This is an optimization exercise on Yosys and OpenROAD, whose aim is small area and a short achievable clock period, not a production implementation.
In this exercise RTL edits were held to simulation tests only and were not proved equivalent to the original.

==> design/flow/design.v <==
module matrix_multiplier (
    input clk,
    input reset,
    input start,
    input [7:0] in,
    output reg [15:0] o,
    output reg done
);
    reg        busy;
    reg [4:0]  cnt;           
    reg [7:0] ra [0:8];       
    reg [7:0] r0 [0:2];       
    reg [7:0] r1 [0:2];
    reg [7:0] r2 [0:2];
    wire load_a  = busy && cnt >= 5'd1  && cnt <= 5'd9;
    wire load_b0 = busy && cnt >= 5'd10 && cnt <= 5'd12;
    wire load_b1 = busy && cnt >= 5'd13 && cnt <= 5'd15;
    wire load_b2 = busy && cnt >= 5'd16 && cnt <= 5'd18;
    wire valid   = busy && cnt >= 5'd21 && cnt <= 5'd29;
    wire [7:0] in_n = ~in;    
    integer p;
    always @(posedge clk) begin
        ra[0] <= load_a ? in_n : ra[8];
        for (p = 1; p < 9; p = p + 1) ra[p] <= ra[p-1];
        r0[0] <= load_b0 ? in_n : r0[2];
        r1[0] <= load_b1 ? in_n : r1[2];
        r2[0] <= load_b2 ? in_n : r2[2];
        for (p = 1; p < 3; p = p + 1) begin
            r0[p] <= r0[p-1];
            r1[p] <= r1[p-1];
            r2[p] <= r2[p-1];
        end
    end
    reg [7:0] ha0;
    always @(posedge clk)
        if (busy && (cnt == 5'd17 || cnt == 5'd20 || cnt == 5'd23)) ha0 <= ra[6];
    wire [7:0] b0 = r0[1];    
    reg [7:0] ha1;
    always @(posedge clk)
        if (busy && (cnt == 5'd18 || cnt == 5'd21 || cnt == 5'd24)) ha1 <= ra[6];
    wire [7:0] b1 = r1[2];    
    reg [7:0] ha2;
    always @(posedge clk)
        if (busy && (cnt == 5'd19 || cnt == 5'd22 || cnt == 5'd25)) ha2 <= ra[6];
    wire [7:0] b2 = r2[0];    
    reg ha1e;
    always @(posedge clk)
        if (busy && (cnt == 5'd17 || cnt == 5'd20 || cnt == 5'd23)) ha1e <= ra[5][7];
    wire b1e = r1[1][0];
    wire s0_1 = ~(ha0[0] | b0[6]) ^ ~(ha0[1] | b0[5]);
    wire s0_2 = ~(ha0[0] | b0[6]) & ~(ha0[1] | b0[5]);
    wire s0_3, s0_4;
    fadd u_s0_3 (~(ha0[0] | b0[7]), ~(ha0[1] | b0[6]), ~(ha0[2] | b0[5]), s0_3, s0_4);
    wire s0_5, s0_6;
    fadd u_s0_5 (~(ha0[3] | b0[4]), ~(ha0[4] | b0[3]), ~(ha0[5] | b0[2]), s0_5, s0_6);
    wire s0_7, s0_8;
    fadd u_s0_7 (~(ha0[1] | b0[7]), ~(ha0[2] | b0[6]), ~(ha0[3] | b0[5]), s0_7, s0_8);
    wire s0_9 = ~(ha0[4] | b0[4]) ^ ~(ha0[5] | b0[3]);
    wire s0_10 = ~(ha0[4] | b0[4]) & ~(ha0[5] | b0[3]);
    wire s0_11, s0_12;
    fadd u_s0_11 (~(ha0[2] | b0[7]), ~(ha0[3] | b0[6]), ~(ha0[4] | b0[5]), s0_11, s0_12);
    wire s0_13 = ~(ha0[0] | b0[4]) ^ ~(ha0[1] | b0[3]);
    wire s0_14 = ~(ha0[0] | b0[4]) & ~(ha0[1] | b0[3]);
    wire s0_15, s0_16;
    fadd u_s0_15 (~(ha0[0] | b0[5]), ~(ha0[1] | b0[4]), ~(ha0[2] | b0[3]), s0_15, s0_16);
    wire s0_17 = ~(ha0[3] | b0[2]) ^ ~(ha0[4] | b0[1]);
    wire s0_18 = ~(ha0[3] | b0[2]) & ~(ha0[4] | b0[1]);
    wire s0_19, s0_20;
    fadd u_s0_19 (s0_1, ~(ha0[2] | b0[4]), ~(ha0[3] | b0[3]), s0_19, s0_20);
    wire s0_21, s0_22;
    fadd u_s0_21 (~(ha0[4] | b0[2]), ~(ha0[5] | b0[1]), ~(ha0[6] | b0[0]), s0_21, s0_22);
    wire s0_23, s0_24;
    fadd u_s0_23 (s0_2, s0_3, s0_5, s0_23, s0_24);
    wire s0_25, s0_26;
    fadd u_s0_25 (~(ha0[6] | b0[1]), ~(ha0[7] | b0[0]), ~(ha1e | b1e), s0_25, s0_26);
    wire s0_27, s0_28;
    fadd u_s0_27 (s0_4, s0_6, s0_7, s0_27, s0_28);
    wire s0_29, s0_30;
    fadd u_s0_29 (s0_9, ~(ha0[6] | b0[2]), ~(ha0[7] | b0[1]), s0_29, s0_30);
    wire s0_31, s0_32;
    fadd u_s0_31 (s0_8, s0_10, s0_11, s0_31, s0_32);
    wire s0_33, s0_34;
    fadd u_s0_33 (~(ha0[5] | b0[4]), ~(ha0[6] | b0[3]), ~(ha0[7] | b0[2]), s0_33, s0_34);
    wire s0_35, s0_36;
    fadd u_s0_35 (s0_12, ~(ha0[3] | b0[7]), ~(ha0[4] | b0[6]), s0_35, s0_36);
    wire s0_37, s0_38;
    fadd u_s0_37 (~(ha0[5] | b0[5]), ~(ha0[6] | b0[4]), ~(ha0[7] | b0[3]), s0_37, s0_38);
    wire s0_39, s0_40;
    fadd u_s0_39 (~(ha0[4] | b0[7]), ~(ha0[5] | b0[6]), ~(ha0[6] | b0[5]), s0_39, s0_40);
    wire s0_41 = ~(ha0[0] | b0[3]) ^ ~(ha0[1] | b0[2]);
    wire s0_42 = ~(ha0[0] | b0[3]) & ~(ha0[1] | b0[2]);
    wire s0_43, s0_44;
    fadd u_s0_43 (s0_13, ~(ha0[2] | b0[2]), ~(ha0[3] | b0[1]), s0_43, s0_44);
    wire s0_45, s0_46;
    fadd u_s0_45 (s0_14, s0_15, s0_17, s0_45, s0_46);
    wire s0_47, s0_48;
    fadd u_s0_47 (s0_16, s0_18, s0_19, s0_47, s0_48);
    wire s0_49, s0_50;
    fadd u_s0_49 (s0_20, s0_22, s0_23, s0_49, s0_50);
    wire s0_51, s0_52;
    fadd u_s0_51 (s0_24, s0_26, s0_27, s0_51, s0_52);
    wire s0_53, s0_54;
    fadd u_s0_53 (s0_28, s0_30, s0_31, s0_53, s0_54);
    wire s0_55, s0_56;
    fadd u_s0_55 (s0_32, s0_34, s0_35, s0_55, s0_56);
    wire s0_57, s0_58;
    fadd u_s0_57 (s0_36, s0_38, s0_39, s0_57, s0_58);
    wire s0_59, s0_60;
    fadd u_s0_59 (s0_40, ~(ha0[5] | b0[7]), ~(ha0[6] | b0[6]), s0_59, s0_60);
    wire s0_61 = ~(ha0[0] | b0[2]) ^ ~(ha0[1] | b0[1]);
    wire s0_62 = ~(ha0[0] | b0[2]) & ~(ha0[1] | b0[1]);
    wire s0_63, s0_64;
    fadd u_s0_63 (s0_41, ~(ha0[2] | b0[1]), ~(ha0[3] | b0[0]), s0_63, s0_64);
    wire s0_65, s0_66;
    fadd u_s0_65 (s0_42, s0_43, ~(ha0[4] | b0[0]), s0_65, s0_66);
    wire s0_67, s0_68;
    fadd u_s0_67 (s0_44, s0_45, ~(ha0[5] | b0[0]), s0_67, s0_68);
    wire s0_69, s0_70;
    fadd u_s0_69 (s0_46, s0_47, s0_21, s0_69, s0_70);
    wire s0_71, s0_72;
    fadd u_s0_71 (s0_48, s0_49, s0_25, s0_71, s0_72);
    wire s0_73, s0_74;
    fadd u_s0_73 (s0_50, s0_51, s0_29, s0_73, s0_74);
    wire s0_75, s0_76;
    fadd u_s0_75 (s0_52, s0_53, s0_33, s0_75, s0_76);
    wire s0_77, s0_78;
    fadd u_s0_77 (s0_54, s0_55, s0_37, s0_77, s0_78);
    wire s0_79, s0_80;
    fadd u_s0_79 (s0_56, s0_57, ~(ha0[7] | b0[4]), s0_79, s0_80);
    wire s0_81, s0_82;
    fadd u_s0_81 (s0_58, s0_59, ~(ha0[7] | b0[5]), s0_81, s0_82);
    wire s0_83, s0_84;
    fadd u_s0_83 (s0_60, ~(ha0[6] | b0[7]), ~(ha0[7] | b0[6]), s0_83, s0_84);
    reg q0_s0, q0_s1, q0_c1, q0_s2, q0_c2, q0_s3, q0_c3, q0_s4, q0_c4, q0_s5, q0_c5, q0_s6, q0_c6, q0_s7, q0_c7, q0_s8, q0_c8, q0_s9, q0_c9, q0_s10, q0_c10, q0_s11, q0_c11, q0_s12, q0_c12, q0_s13, q0_c13, q0_s14, q0_c14;
    always @(posedge clk) begin
        q0_s0 <= ~(ha0[0] | b0[0]);
        q0_s1 <= ~(ha0[0] | b0[1]);
        q0_c1 <= ~(ha0[1] | b0[0]);
        q0_s2 <= s0_61;
        q0_c2 <= ~(ha0[2] | b0[0]);
        q0_s3 <= s0_62;
        q0_c3 <= s0_63;
        q0_s4 <= s0_64;
        q0_c4 <= s0_65;
        q0_s5 <= s0_66;
        q0_c5 <= s0_67;
        q0_s6 <= s0_68;
        q0_c6 <= s0_69;
        q0_s7 <= s0_70;
        q0_c7 <= s0_71;
        q0_s8 <= s0_72;
        q0_c8 <= s0_73;
        q0_s9 <= s0_74;
        q0_c9 <= s0_75;
        q0_s10 <= s0_76;
        q0_c10 <= s0_77;
        q0_s11 <= s0_78;
        q0_c11 <= s0_79;
        q0_s12 <= s0_80;
        q0_c12 <= s0_81;
        q0_s13 <= s0_82;
        q0_c13 <= s0_83;
        q0_s14 <= s0_84;
        q0_c14 <= ~(ha0[7] | b0[7]);
    end
    wire s1_1 = ~(ha1[0] | b1[4]) ^ ~(ha1[1] | b1[3]);
    wire s1_2 = ~(ha1[0] | b1[4]) & ~(ha1[1] | b1[3]);
    wire s1_3, s1_4;
    fadd u_s1_3 (~(ha1[0] | b1[5]), ~(ha1[1] | b1[4]), ~(ha1[2] | b1[3]), s1_3, s1_4);
    wire s1_5 = ~(ha1[3] | b1[2]) ^ ~(ha1[4] | b1[1]);
    wire s1_6 = ~(ha1[3] | b1[2]) & ~(ha1[4] | b1[1]);
    wire s1_7, s1_8;
    fadd u_s1_7 (~(ha1[0] | b1[6]), ~(ha1[1] | b1[5]), ~(ha1[2] | b1[4]), s1_7, s1_8);
    wire s1_9, s1_10;
    fadd u_s1_9 (~(ha1[3] | b1[3]), ~(ha1[4] | b1[2]), ~(ha1[5] | b1[1]), s1_9, s1_10);
    wire s1_11 = ~(ha1[6] | b1[0]) ^ q0_s6;
    wire s1_12 = ~(ha1[6] | b1[0]) & q0_s6;
    wire s1_13, s1_14;
    fadd u_s1_13 (~(ha1[0] | b1[7]), ~(ha1[1] | b1[6]), ~(ha1[2] | b1[5]), s1_13, s1_14);
    wire s1_15, s1_16;
    fadd u_s1_15 (~(ha1[3] | b1[4]), ~(ha1[4] | b1[3]), ~(ha1[5] | b1[2]), s1_15, s1_16);
    wire s1_17, s1_18;
    fadd u_s1_17 (~(ha1[6] | b1[1]), q0_s7, q0_c7, s1_17, s1_18);
    wire s1_19, s1_20;
    fadd u_s1_19 (~(ha1[1] | b1[7]), ~(ha1[2] | b1[6]), ~(ha1[3] | b1[5]), s1_19, s1_20);
    wire s1_21, s1_22;
    fadd u_s1_21 (~(ha1[4] | b1[4]), ~(ha1[5] | b1[3]), ~(ha1[6] | b1[2]), s1_21, s1_22);
    wire s1_23, s1_24;
    fadd u_s1_23 (~(ha1[7] | b1[1]), q0_s8, q0_c8, s1_23, s1_24);
    wire s1_25, s1_26;
    fadd u_s1_25 (~(ha1[2] | b1[7]), ~(ha1[3] | b1[6]), ~(ha1[4] | b1[5]), s1_25, s1_26);
    wire s1_27, s1_28;
    fadd u_s1_27 (~(ha1[5] | b1[4]), ~(ha1[6] | b1[3]), ~(ha1[7] | b1[2]), s1_27, s1_28);
    wire s1_29 = q0_s9 ^ q0_c9;
    wire s1_30 = q0_s9 & q0_c9;
    wire s1_31, s1_32;
    fadd u_s1_31 (~(ha1[3] | b1[7]), ~(ha1[4] | b1[6]), ~(ha1[5] | b1[5]), s1_31, s1_32);
    wire s1_33, s1_34;
    fadd u_s1_33 (~(ha1[6] | b1[4]), ~(ha1[7] | b1[3]), q0_s10, s1_33, s1_34);
    wire s1_35, s1_36;
    fadd u_s1_35 (~(ha1[4] | b1[7]), ~(ha1[5] | b1[6]), ~(ha1[6] | b1[5]), s1_35, s1_36);
    wire s1_37 = ~(ha1[0] | b1[2]) ^ ~(ha1[1] | b1[1]);
    wire s1_38 = ~(ha1[0] | b1[2]) & ~(ha1[1] | b1[1]);
    wire s1_39, s1_40;
    fadd u_s1_39 (~(ha1[0] | b1[3]), ~(ha1[1] | b1[2]), ~(ha1[2] | b1[1]), s1_39, s1_40);
    wire s1_41 = ~(ha1[3] | b1[0]) ^ q0_s3;
    wire s1_42 = ~(ha1[3] | b1[0]) & q0_s3;
    wire s1_43, s1_44;
    fadd u_s1_43 (s1_1, ~(ha1[2] | b1[2]), ~(ha1[3] | b1[1]), s1_43, s1_44);
    wire s1_45, s1_46;
    fadd u_s1_45 (~(ha1[4] | b1[0]), q0_s4, q0_c4, s1_45, s1_46);
    wire s1_47, s1_48;
    fadd u_s1_47 (s1_2, s1_3, s1_5, s1_47, s1_48);
    wire s1_49, s1_50;
    fadd u_s1_49 (~(ha1[5] | b1[0]), q0_s5, q0_c5, s1_49, s1_50);
    wire s1_51, s1_52;
    fadd u_s1_51 (s1_4, s1_6, s1_7, s1_51, s1_52);
    wire s1_53, s1_54;
    fadd u_s1_53 (s1_9, s1_11, q0_c6, s1_53, s1_54);
    wire s1_55, s1_56;
    fadd u_s1_55 (s1_8, s1_10, s1_12, s1_55, s1_56);
    wire s1_57, s1_58;
    fadd u_s1_57 (s1_13, s1_15, s1_17, s1_57, s1_58);
    wire s1_59, s1_60;
    fadd u_s1_59 (s1_14, s1_16, s1_18, s1_59, s1_60);
    wire s1_61, s1_62;
    fadd u_s1_61 (s1_19, s1_21, s1_23, s1_61, s1_62);
    wire s1_63, s1_64;
    fadd u_s1_63 (s1_20, s1_22, s1_24, s1_63, s1_64);
    wire s1_65, s1_66;
    fadd u_s1_65 (s1_25, s1_27, s1_29, s1_65, s1_66);
    wire s1_67, s1_68;
    fadd u_s1_67 (s1_26, s1_28, s1_30, s1_67, s1_68);
    wire s1_69, s1_70;
    fadd u_s1_69 (s1_31, s1_33, q0_c10, s1_69, s1_70);
    wire s1_71, s1_72;
    fadd u_s1_71 (s1_32, s1_34, s1_35, s1_71, s1_72);
    wire s1_73, s1_74;
    fadd u_s1_73 (~(ha1[7] | b1[4]), q0_s11, q0_c11, s1_73, s1_74);
    wire s1_75, s1_76;
    fadd u_s1_75 (s1_36, ~(ha1[5] | b1[7]), ~(ha1[6] | b1[6]), s1_75, s1_76);
    wire s1_77, s1_78;
    fadd u_s1_77 (~(ha1[7] | b1[5]), q0_s12, q0_c12, s1_77, s1_78);
    wire s1_79, s1_80;
    fadd u_s1_79 (~(ha1[6] | b1[7]), ~(ha1[7] | b1[6]), q0_s13, s1_79, s1_80);
    wire s1_81 = ~(ha1[0] | b1[1]) ^ ~(ha1[1] | b1[0]);
    wire s1_82 = ~(ha1[0] | b1[1]) & ~(ha1[1] | b1[0]);
    wire s1_83, s1_84;
    fadd u_s1_83 (s1_37, ~(ha1[2] | b1[0]), q0_s2, s1_83, s1_84);
    wire s1_85, s1_86;
    fadd u_s1_85 (s1_38, s1_39, s1_41, s1_85, s1_86);
    wire s1_87, s1_88;
    fadd u_s1_87 (s1_40, s1_42, s1_43, s1_87, s1_88);
    wire s1_89, s1_90;
    fadd u_s1_89 (s1_44, s1_46, s1_47, s1_89, s1_90);
    wire s1_91, s1_92;
    fadd u_s1_91 (s1_48, s1_50, s1_51, s1_91, s1_92);
    wire s1_93, s1_94;
    fadd u_s1_93 (s1_52, s1_54, s1_55, s1_93, s1_94);
    wire s1_95, s1_96;
    fadd u_s1_95 (s1_56, s1_58, s1_59, s1_95, s1_96);
    wire s1_97, s1_98;
    fadd u_s1_97 (s1_60, s1_62, s1_63, s1_97, s1_98);
    wire s1_99, s1_100;
    fadd u_s1_99 (s1_64, s1_66, s1_67, s1_99, s1_100);
    wire s1_101, s1_102;
    fadd u_s1_101 (s1_68, s1_70, s1_71, s1_101, s1_102);
    wire s1_103, s1_104;
    fadd u_s1_103 (s1_72, s1_74, s1_75, s1_103, s1_104);
    wire s1_105, s1_106;
    fadd u_s1_105 (s1_76, s1_78, s1_79, s1_105, s1_106);
    wire s1_107, s1_108;
    fadd u_s1_107 (s1_80, ~(ha1[7] | b1[7]), q0_s14, s1_107, s1_108);
    wire s1_109 = s1_81 ^ q0_s1;
    wire s1_110 = s1_81 & q0_s1;
    wire s1_111, s1_112;
    fadd u_s1_111 (s1_82, s1_83, q0_c2, s1_111, s1_112);
    wire s1_113, s1_114;
    fadd u_s1_113 (s1_84, s1_85, q0_c3, s1_113, s1_114);
    wire s1_115, s1_116;
    fadd u_s1_115 (s1_86, s1_87, s1_45, s1_115, s1_116);
    wire s1_117, s1_118;
    fadd u_s1_117 (s1_88, s1_89, s1_49, s1_117, s1_118);
    wire s1_119, s1_120;
    fadd u_s1_119 (s1_90, s1_91, s1_53, s1_119, s1_120);
    wire s1_121, s1_122;
    fadd u_s1_121 (s1_92, s1_93, s1_57, s1_121, s1_122);
    wire s1_123, s1_124;
    fadd u_s1_123 (s1_94, s1_95, s1_61, s1_123, s1_124);
    wire s1_125, s1_126;
    fadd u_s1_125 (s1_96, s1_97, s1_65, s1_125, s1_126);
    wire s1_127, s1_128;
    fadd u_s1_127 (s1_98, s1_99, s1_69, s1_127, s1_128);
    wire s1_129, s1_130;
    fadd u_s1_129 (s1_100, s1_101, s1_73, s1_129, s1_130);
    wire s1_131, s1_132;
    fadd u_s1_131 (s1_102, s1_103, s1_77, s1_131, s1_132);
    wire s1_133, s1_134;
    fadd u_s1_133 (s1_104, s1_105, q0_c13, s1_133, s1_134);
    wire s1_135, s1_136;
    fadd u_s1_135 (s1_106, s1_107, q0_c14, s1_135, s1_136);
    reg q1_s0, q1_c0, q1_s1, q1_c1, q1_s2, q1_c2, q1_s3, q1_c3, q1_s4, q1_c4, q1_s5, q1_c5, q1_s6, q1_c6, q1_s7, q1_c7, q1_s8, q1_c8, q1_s9, q1_c9, q1_s10, q1_c10, q1_s11, q1_c11, q1_s12, q1_c12, q1_s13, q1_c13, q1_s14, q1_c14, q1_s15, q1_c15;
    always @(posedge clk) begin
        q1_s0 <= ~(ha1[0] | b1[0]);
        q1_c0 <= q0_s0;
        q1_s1 <= s1_109;
        q1_c1 <= q0_c1;
        q1_s2 <= s1_110;
        q1_c2 <= s1_111;
        q1_s3 <= s1_112;
        q1_c3 <= s1_113;
        q1_s4 <= s1_114;
        q1_c4 <= s1_115;
        q1_s5 <= s1_116;
        q1_c5 <= s1_117;
        q1_s6 <= s1_118;
        q1_c6 <= s1_119;
        q1_s7 <= s1_120;
        q1_c7 <= s1_121;
        q1_s8 <= s1_122;
        q1_c8 <= s1_123;
        q1_s9 <= s1_124;
        q1_c9 <= s1_125;
        q1_s10 <= s1_126;
        q1_c10 <= s1_127;
        q1_s11 <= s1_128;
        q1_c11 <= s1_129;
        q1_s12 <= s1_130;
        q1_c12 <= s1_131;
        q1_s13 <= s1_132;
        q1_c13 <= s1_133;
        q1_s14 <= s1_134;
        q1_c14 <= s1_135;
        q1_s15 <= s1_136;
        q1_c15 <= s1_108;
    end
    wire s2_1 = ~(ha2[0] | b2[4]) ^ ~(ha2[1] | b2[3]);
    wire s2_2 = ~(ha2[0] | b2[4]) & ~(ha2[1] | b2[3]);
    wire s2_3, s2_4;
    fadd u_s2_3 (~(ha2[0] | b2[5]), ~(ha2[1] | b2[4]), ~(ha2[2] | b2[3]), s2_3, s2_4);
    wire s2_5 = ~(ha2[3] | b2[2]) ^ ~(ha2[4] | b2[1]);
    wire s2_6 = ~(ha2[3] | b2[2]) & ~(ha2[4] | b2[1]);
    wire s2_7, s2_8;
    fadd u_s2_7 (~(ha2[0] | b2[6]), ~(ha2[1] | b2[5]), ~(ha2[2] | b2[4]), s2_7, s2_8);
    wire s2_9, s2_10;
    fadd u_s2_9 (~(ha2[3] | b2[3]), ~(ha2[4] | b2[2]), ~(ha2[5] | b2[1]), s2_9, s2_10);
    wire s2_11 = ~(ha2[6] | b2[0]) ^ q1_s6;
    wire s2_12 = ~(ha2[6] | b2[0]) & q1_s6;
    wire s2_13, s2_14;
    fadd u_s2_13 (~(ha2[0] | b2[7]), ~(ha2[1] | b2[6]), ~(ha2[2] | b2[5]), s2_13, s2_14);
    wire s2_15, s2_16;
    fadd u_s2_15 (~(ha2[3] | b2[4]), ~(ha2[4] | b2[3]), ~(ha2[5] | b2[2]), s2_15, s2_16);
    wire s2_17, s2_18;
    fadd u_s2_17 (~(ha2[6] | b2[1]), q1_s7, q1_c7, s2_17, s2_18);
    wire s2_19, s2_20;
    fadd u_s2_19 (~(ha2[1] | b2[7]), ~(ha2[2] | b2[6]), ~(ha2[3] | b2[5]), s2_19, s2_20);
    wire s2_21, s2_22;
    fadd u_s2_21 (~(ha2[4] | b2[4]), ~(ha2[5] | b2[3]), ~(ha2[6] | b2[2]), s2_21, s2_22);
    wire s2_23, s2_24;
    fadd u_s2_23 (~(ha2[7] | b2[1]), q1_s8, q1_c8, s2_23, s2_24);
    wire s2_25, s2_26;
    fadd u_s2_25 (~(ha2[2] | b2[7]), ~(ha2[3] | b2[6]), ~(ha2[4] | b2[5]), s2_25, s2_26);
    wire s2_27, s2_28;
    fadd u_s2_27 (~(ha2[5] | b2[4]), ~(ha2[6] | b2[3]), ~(ha2[7] | b2[2]), s2_27, s2_28);
    wire s2_29 = q1_s9 ^ q1_c9;
    wire s2_30 = q1_s9 & q1_c9;
    wire s2_31, s2_32;
    fadd u_s2_31 (~(ha2[3] | b2[7]), ~(ha2[4] | b2[6]), ~(ha2[5] | b2[5]), s2_31, s2_32);
    wire s2_33, s2_34;
    fadd u_s2_33 (~(ha2[6] | b2[4]), ~(ha2[7] | b2[3]), q1_s10, s2_33, s2_34);
    wire s2_35, s2_36;
    fadd u_s2_35 (~(ha2[4] | b2[7]), ~(ha2[5] | b2[6]), ~(ha2[6] | b2[5]), s2_35, s2_36);
    wire s2_37 = ~(ha2[0] | b2[2]) ^ ~(ha2[1] | b2[1]);
    wire s2_38 = ~(ha2[0] | b2[2]) & ~(ha2[1] | b2[1]);
    wire s2_39, s2_40;
    fadd u_s2_39 (~(ha2[0] | b2[3]), ~(ha2[1] | b2[2]), ~(ha2[2] | b2[1]), s2_39, s2_40);
    wire s2_41 = ~(ha2[3] | b2[0]) ^ q1_s3;
    wire s2_42 = ~(ha2[3] | b2[0]) & q1_s3;
    wire s2_43, s2_44;
    fadd u_s2_43 (s2_1, ~(ha2[2] | b2[2]), ~(ha2[3] | b2[1]), s2_43, s2_44);
    wire s2_45, s2_46;
    fadd u_s2_45 (~(ha2[4] | b2[0]), q1_s4, q1_c4, s2_45, s2_46);
    wire s2_47, s2_48;
    fadd u_s2_47 (s2_2, s2_3, s2_5, s2_47, s2_48);
    wire s2_49, s2_50;
    fadd u_s2_49 (~(ha2[5] | b2[0]), q1_s5, q1_c5, s2_49, s2_50);
    wire s2_51, s2_52;
    fadd u_s2_51 (s2_4, s2_6, s2_7, s2_51, s2_52);
    wire s2_53, s2_54;
    fadd u_s2_53 (s2_9, s2_11, q1_c6, s2_53, s2_54);
    wire s2_55, s2_56;
    fadd u_s2_55 (s2_8, s2_10, s2_12, s2_55, s2_56);
    wire s2_57, s2_58;
    fadd u_s2_57 (s2_13, s2_15, s2_17, s2_57, s2_58);
    wire s2_59, s2_60;
    fadd u_s2_59 (s2_14, s2_16, s2_18, s2_59, s2_60);
    wire s2_61, s2_62;
    fadd u_s2_61 (s2_19, s2_21, s2_23, s2_61, s2_62);
    wire s2_63, s2_64;
    fadd u_s2_63 (s2_20, s2_22, s2_24, s2_63, s2_64);
    wire s2_65, s2_66;
    fadd u_s2_65 (s2_25, s2_27, s2_29, s2_65, s2_66);
    wire s2_67, s2_68;
    fadd u_s2_67 (s2_26, s2_28, s2_30, s2_67, s2_68);
    wire s2_69, s2_70;
    fadd u_s2_69 (s2_31, s2_33, q1_c10, s2_69, s2_70);
    wire s2_71, s2_72;
    fadd u_s2_71 (s2_32, s2_34, s2_35, s2_71, s2_72);
    wire s2_73, s2_74;
    fadd u_s2_73 (~(ha2[7] | b2[4]), q1_s11, q1_c11, s2_73, s2_74);
    wire s2_75, s2_76;
    fadd u_s2_75 (s2_36, ~(ha2[5] | b2[7]), ~(ha2[6] | b2[6]), s2_75, s2_76);
    wire s2_77, s2_78;
    fadd u_s2_77 (~(ha2[7] | b2[5]), q1_s12, q1_c12, s2_77, s2_78);
    wire s2_79, s2_80;
    fadd u_s2_79 (~(ha2[6] | b2[7]), ~(ha2[7] | b2[6]), q1_s13, s2_79, s2_80);
    wire s2_81 = ~(ha2[0] | b2[1]) ^ ~(ha2[1] | b2[0]);
    wire s2_82 = ~(ha2[0] | b2[1]) & ~(ha2[1] | b2[0]);
    wire s2_83, s2_84;
    fadd u_s2_83 (s2_37, ~(ha2[2] | b2[0]), q1_s2, s2_83, s2_84);
    wire s2_85, s2_86;
    fadd u_s2_85 (s2_38, s2_39, s2_41, s2_85, s2_86);
    wire s2_87, s2_88;
    fadd u_s2_87 (s2_40, s2_42, s2_43, s2_87, s2_88);
    wire s2_89, s2_90;
    fadd u_s2_89 (s2_44, s2_46, s2_47, s2_89, s2_90);
    wire s2_91, s2_92;
    fadd u_s2_91 (s2_48, s2_50, s2_51, s2_91, s2_92);
    wire s2_93, s2_94;
    fadd u_s2_93 (s2_52, s2_54, s2_55, s2_93, s2_94);
    wire s2_95, s2_96;
    fadd u_s2_95 (s2_56, s2_58, s2_59, s2_95, s2_96);
    wire s2_97, s2_98;
    fadd u_s2_97 (s2_60, s2_62, s2_63, s2_97, s2_98);
    wire s2_99, s2_100;
    fadd u_s2_99 (s2_64, s2_66, s2_67, s2_99, s2_100);
    wire s2_101, s2_102;
    fadd u_s2_101 (s2_68, s2_70, s2_71, s2_101, s2_102);
    wire s2_103, s2_104;
    fadd u_s2_103 (s2_72, s2_74, s2_75, s2_103, s2_104);
    wire s2_105, s2_106;
    fadd u_s2_105 (s2_76, s2_78, s2_79, s2_105, s2_106);
    wire s2_107, s2_108;
    fadd u_s2_107 (s2_80, ~(ha2[7] | b2[7]), q1_s14, s2_107, s2_108);
    wire s2_109 = ~(ha2[0] | b2[0]) ^ q1_s0;
    wire s2_110 = ~(ha2[0] | b2[0]) & q1_s0;
    wire s2_111, s2_112;
    fadd u_s2_111 (s2_81, q1_s1, q1_c1, s2_111, s2_112);
    wire s2_113, s2_114;
    fadd u_s2_113 (s2_82, s2_83, q1_c2, s2_113, s2_114);
    wire s2_115, s2_116;
    fadd u_s2_115 (s2_84, s2_85, q1_c3, s2_115, s2_116);
    wire s2_117, s2_118;
    fadd u_s2_117 (s2_86, s2_87, s2_45, s2_117, s2_118);
    wire s2_119, s2_120;
    fadd u_s2_119 (s2_88, s2_89, s2_49, s2_119, s2_120);
    wire s2_121, s2_122;
    fadd u_s2_121 (s2_90, s2_91, s2_53, s2_121, s2_122);
    wire s2_123, s2_124;
    fadd u_s2_123 (s2_92, s2_93, s2_57, s2_123, s2_124);
    wire s2_125, s2_126;
    fadd u_s2_125 (s2_94, s2_95, s2_61, s2_125, s2_126);
    wire s2_127, s2_128;
    fadd u_s2_127 (s2_96, s2_97, s2_65, s2_127, s2_128);
    wire s2_129, s2_130;
    fadd u_s2_129 (s2_98, s2_99, s2_69, s2_129, s2_130);
    wire s2_131, s2_132;
    fadd u_s2_131 (s2_100, s2_101, s2_73, s2_131, s2_132);
    wire s2_133, s2_134;
    fadd u_s2_133 (s2_102, s2_103, s2_77, s2_133, s2_134);
    wire s2_135, s2_136;
    fadd u_s2_135 (s2_104, s2_105, q1_c13, s2_135, s2_136);
    wire s2_137, s2_138;
    fadd u_s2_137 (s2_106, s2_107, q1_c14, s2_137, s2_138);
    wire s2_139, s2_140;
    fadd u_s2_139 (s2_108, q1_s15, q1_c15, s2_139, s2_140);
    reg q2_s0, q2_c0, q2_s1, q2_c1, q2_s2, q2_c2, q2_s3, q2_c3, q2_s4, q2_c4, q2_s5, q2_c5, q2_s6, q2_c6, q2_s7, q2_c7, q2_s8, q2_c8, q2_s9, q2_c9, q2_s10, q2_c10, q2_s11, q2_c11, q2_s12, q2_c12, q2_s13, q2_c13, q2_s14, q2_c14, q2_s15, q2_c15, q2_x7;
    always @(posedge clk) begin
        q2_s0 <= s2_109;
        q2_c0 <= q1_c0;
        q2_s1 <= s2_110;
        q2_c1 <= s2_111;
        q2_s2 <= s2_112;
        q2_c2 <= s2_113;
        q2_s3 <= s2_114;
        q2_c3 <= s2_115;
        q2_s4 <= s2_116;
        q2_c4 <= s2_117;
        q2_s5 <= s2_118;
        q2_c5 <= s2_119;
        q2_s6 <= s2_120;
        q2_c6 <= s2_121;
        q2_s7 <= s2_122;
        q2_c7 <= s2_123;
        q2_s8 <= s2_124;
        q2_c8 <= s2_125;
        q2_s9 <= s2_126;
        q2_c9 <= s2_127;
        q2_s10 <= s2_128;
        q2_c10 <= s2_129;
        q2_s11 <= s2_130;
        q2_c11 <= s2_131;
        q2_s12 <= s2_132;
        q2_c12 <= s2_133;
        q2_s13 <= s2_134;
        q2_c13 <= s2_135;
        q2_s14 <= s2_136;
        q2_c14 <= s2_137;
        q2_s15 <= s2_138;
        q2_c15 <= s2_139;
        q2_x7 <= ~(ha2[7] | b2[0]);
    end
    wire [15:0] sum_s = {q2_s15, q2_s14, q2_s13, q2_s12, q2_s11, q2_s10, q2_s9, q2_s8, q2_s7, q2_s6, q2_s5, q2_s4, q2_s3, q2_s2, q2_s1, q2_s0};
    wire [15:0] sum_c = {q2_c15, q2_c14, q2_c13, q2_c12, q2_c11, q2_c10, q2_c9, q2_c8, q2_c7, q2_c6, q2_c5, q2_c4, q2_c3, q2_c2, q2_c1, q2_c0};
    wire [15:0] sum = sum_s + sum_c + {8'd0, q2_x7, 7'd0};
    always @(posedge clk or posedge reset) begin
        if (reset) begin
            busy <= 1'b0;
            cnt  <= 5'd0;
            o    <= 16'd0;
            done <= 1'b0;
        end else begin
            o    <= valid ? sum : 16'd0;
            done <= busy && (cnt == 5'd29 || cnt == 5'd30);
            if (busy) begin
                cnt <= cnt + 5'd1;
                if (cnt == 5'd30) busy <= 1'b0;
            end else if (start) begin
                busy <= 1'b1;
                cnt  <= 5'd1;
            end
        end
    end
endmodule
module fadd (input a, input b, input c, output s, output co);
    assign s  = a ^ b ^ c;
    assign co = (a & b) | (a & c) | (b & c);
endmodule
==> design/flow/flow/run.sh <==
#!/bin/bash
# The standard layout flow with one change in how the layout is made (the
# clock period and the constraints stay the design's): the ports are buffered
# with buf_2 cells. The make output goes to standard.log; each ORFS step keeps
# its own log under orfs/logs.
set -euo pipefail
bash standard.sh SETUP_SLACK_MARGIN=5 \
    "BUFFER_PORTS_ARGS=-buffer_cell sky130_fd_sc_hd__buf_2" finish > standard.log 2>&1
==> design/flow/standard.sh <==
#!/bin/bash
# synth_recipe.tcl (not shown) runs the flow's synth.tcl, then flattens the netlist and writes it again
# the make line also repeats each setting of config.mk as NAME=value (left out here)
make -C /OpenROAD-flow-scripts/flow DESIGN_CONFIG=/design/flow/config.mk WORK_HOME=/design/flow/orfs CLKGATE_MAP_FILE= SYNTH_SCRIPT=/design/flow/synth_recipe.tcl "${@:-finish}"
==> design/flow/config.mk <==
export PLATFORM = sky130hd
export DESIGN_NAME = matrix_multiplier
export DESIGN_NICKNAME = matrix_multiplier
export VERILOG_FILES = /design/flow/design.v
export SDC_FILE = /design/flow/constraint.sdc
export NUM_CORES = 4
export LEC_CHECK = 0
export CAP_MARGIN = 20
export CORE_MARGIN = 2
export CORE_UTILIZATION = 40
export CTS_BUF_LIST = sky130_fd_sc_hd__clkbuf_8
export CTS_CLUSTER_DIAMETER = 60
export CTS_CLUSTER_SIZE = 20
export SLEW_MARGIN = 20
export SYNTH_HIERARCHICAL = 1
export SYNTH_MINIMUM_KEEP_SIZE = 0
==> design/flow/constraint.sdc <==
create_clock -name core_clock -period 8.0 [get_ports {clk}]
set_input_delay 1.6000 -clock core_clock [delete_from_list [all_inputs] [get_ports {clk}]]
set_output_delay 1.6000 -clock core_clock [all_outputs]
set_load 0.01 [all_outputs]
==> summary.txt <==
* Setup_tns at 0 ns
* Routed WL at 21550 um
* Share of Yosys cell area claimed by the top area cell type at 39.08%
* Net Count, Synth at 1189
* Yosys top cell by area: dfxtp_1
* Worst-skew pair later-pin latency at 0.55 ns
* Row count at 63
* Top-count cell post-synth: dfxtp_1
* Synth Flop Type: dfxtp_1
* Drt pass-1 iters at 4
* Synth async-reset ratio at 8.042%
* Total track usage at 14.69%
* Worst path arrival time at 3.24 ns
* EDFF count, synth at 25
* Root Driver: clkbuf_8
* Vias per cell at 4.728
* Wire length per cell at 15.78 um
* Diodes inserted at 0
* Initial core utilization at 40.92%
* Met3 wire length at 1119 um
* Dpl hpwl at 16440 um
* Final ANT Viol Nets at 0
* Clock skew at 0.02629 ns
* # setup viols final at 0
* Nets@finish at 1186
* Initial antenna violation count at 0
* Achievable frequency at 0.3542 GHz
* Final Hold Fails at 0
* CTS tree: done
* RSZ-0062 raised after global routing: no
* Avg Inst Size Synth at 12.66 um^2
* Top-level I/O count at 28
* Slew Limit Fails at 0
* Setup crit end kind: register
* Initial drt markers at 331
* Drt drc at 0
* First-pass GRT wire length at 36800 um
* WP data required at 8.42 ns
* Worst Slack Setup Final at 5.177 ns
* Sink Count at 286
* DR top layer: met4
* TritonCTS Buffers at 22
* Min-Delay Path Class: register to register
* Min cycle time layout at 2.823 ns
* Slew HR at 42.43%
* YS warnings at 11
* Post-CTS Setup Bufs at 0
* CP Max Fanout at 9
* Post-Place Worst Slack at 5.203 ns
* Clk slew on worst S/H paths at 0.12 ns
* Area Growth Syn to Fin at 7.563%
* Port Buffers at 27
* Vias in the first global route at 7111
* Die width at 178.6 um
* Post-synth top cells: dfxtp_1 (238), nor2_1 (211), fa_1 (160)
* Crit start category: register
* Post-cts sizing count at 0
* Max Root-Sink Buffers at 3
* Die height at 178.6 um
* GP Congestion at 0.8314
* Max-Cap Viols at 0
* Grt total ovfl at 0
* CTS Hold Buffers Added at 0
* Sequential area share after synthesis at 49.95%
* Largest net degree at the start of global routing at 24
* Share of cells above drive strength 1 at 8.615%
* Met2 wire len at 9816 um
* Post-Syn Instances at 963
* Core Region at 29800 um^2
* #FFs+latches synth at 286
* Cell area after synthesis at 12190 um^2
* Fin crit share at 35.29%
* Status: timing/DRC/antenna clean
* H-tree Lvls at 1
* Vias post-DR at 6454
* Synth area leaders: dfxtp_1 (39%), fa_1 (26%), nor2_1 (6.5%)
* Count of different cell masters after synthesis at 50
* WL met1 at 10030 um
* CP Class: register to register
* Worst-margin pin slew at 0.8626 ns
* Die area at 31890 um^2
-- Yosys stat by module (local to each module, per instance) --
| module | cells inside | times used | cell area, um^2 |
|---|---|---|---|
| matrix_multiplier | 805 | 1 | 9030 |
| fadd | 1 | 158 | 20.02 |
-- routing by layer --
metal	track usage, %	up-vias
met2	23.87	127
met3	2.238	39
li1	-	3049
met4	4.878	0
met1	20.18	3239
met5	0	-
-- layout make-up --
cell class | count | area [um^2]
Fill cell | 2716 | 16680
Sequential cell | 286 | 6091
Multi-Input combinational cell | 602 | 5807
Tap cell | 390 | 488.0
Clock buffer | 25 | 344.1
Clock inverter | 14 | 167.7
Timing Repair Buffer | 28 | 142.6
Inverter | 20 | 75.07
-- sequential cells by signal, indices dropped and copies added (netlist names), 5 cells and up --
signal / flops
ha2: 8
r1: 24
cnt: 5
ha0: 8
ha1: 8
o: 16
r2: 24
r0: 24
ra: 72
-- critical path, cell delays in order, from the launching register on --
cell and delay (ns):
dfxtp_1 0.60, nor2_1 0.13, fa_1 0.58, fa_1 0.43, fa_1 0.51, fa_1 0.43
-- placed cells by master (no fill, tap or decap), types with 3 or more instances in the layout --
cell type    n
dfxtp_1    238
nor2_1     211
fa_1       160
ha_1        55
nand2_1     38
o21ai_0     28
buf_2       27
clkbuf_8    25
edfxtp_1    25
inv_1       23
dfrtp_1     23
a21oi_1     22
mux2i_1     11
o21ai_2      8
nand2b_1     6
xnor2_1      6
nor2b_1      5
a21o_1       4
and2_1       4
nand4_1      3
o211ai_1     3
o31ai_1      3
or3_1        3
xor2_1       3
-- through the flow --
step	hold slack, ns	instances	cell area, um^2	utilization, %
final	0.3135	1365	13120	44.02
after global routing	0.3190	1365	13120	44.02
after CTS	0.3215	1365	13120	44.02
after detailed placement	0.3121	1326	12600	42.30
after global placement	0.3099	1326	12600	42.30
after floorplan	0.3096	963	12190	-
-- final timing paths --
path	start	end	slack (ns)	cells past startpoint
setup / recovery	r1[2][5]	q1_c5	5.18	5
hold / removal	ra[1][7]	ra[2][7]	0.31	0
setup reg to reg	r1[2][5]	q1_c5	5.18	5
hold reg to reg	ra[1][7]	ra[2][7]	0.31	0
max in group asynchronous	reset	o[15]	6.25	2
min in group asynchronous	reset	cnt[4]	1.21	2
-- logic make-up after synthesis --
| family | share of synthesized area, % |
|---|---|
| DFF | 49.95 |
| and+or+nand+nor | 9.513 |
| adders and majority gates | 31.91 |
| AOI/OAI and AO/OA | 4.597 |
| buffers and inverters | 2.473 |
| muxes | 0.9031 |
| xor gates and xnor gates | 0.6465 |

-- what the ideal ports hide --
The results above use ideal ports. As a check the final layout listed here was re-extracted and re-timed, cells and wires unchanged. Step 1: set_driving_cell puts a clkbuf_16 on clk and a buf_2 on each other input, an assumption about the parent block. Step 2 moves the port delays by t, midway between the first and last clock arrival at a register: inputs arrive t later, outputs are due t later. That takes back most of the time a late clock gives input paths. a / b / c = ideal ports / drivers / drivers and shift; a / b = the first two.
shift t [ns]: 0.578
setup WS [ns]: 5.177 / 5.177 / 5.177
hold WS [ns]: 0.314 / 0.314 / 0.314
worst setup path after step 2: register to register
latest minus earliest clock arrival (ns): 0.031 / 0.032
After both steps setup and hold are still met in this run. The setup slack of this run moves by 0.000 ns with the drivers and by 0.000 ns with both steps.
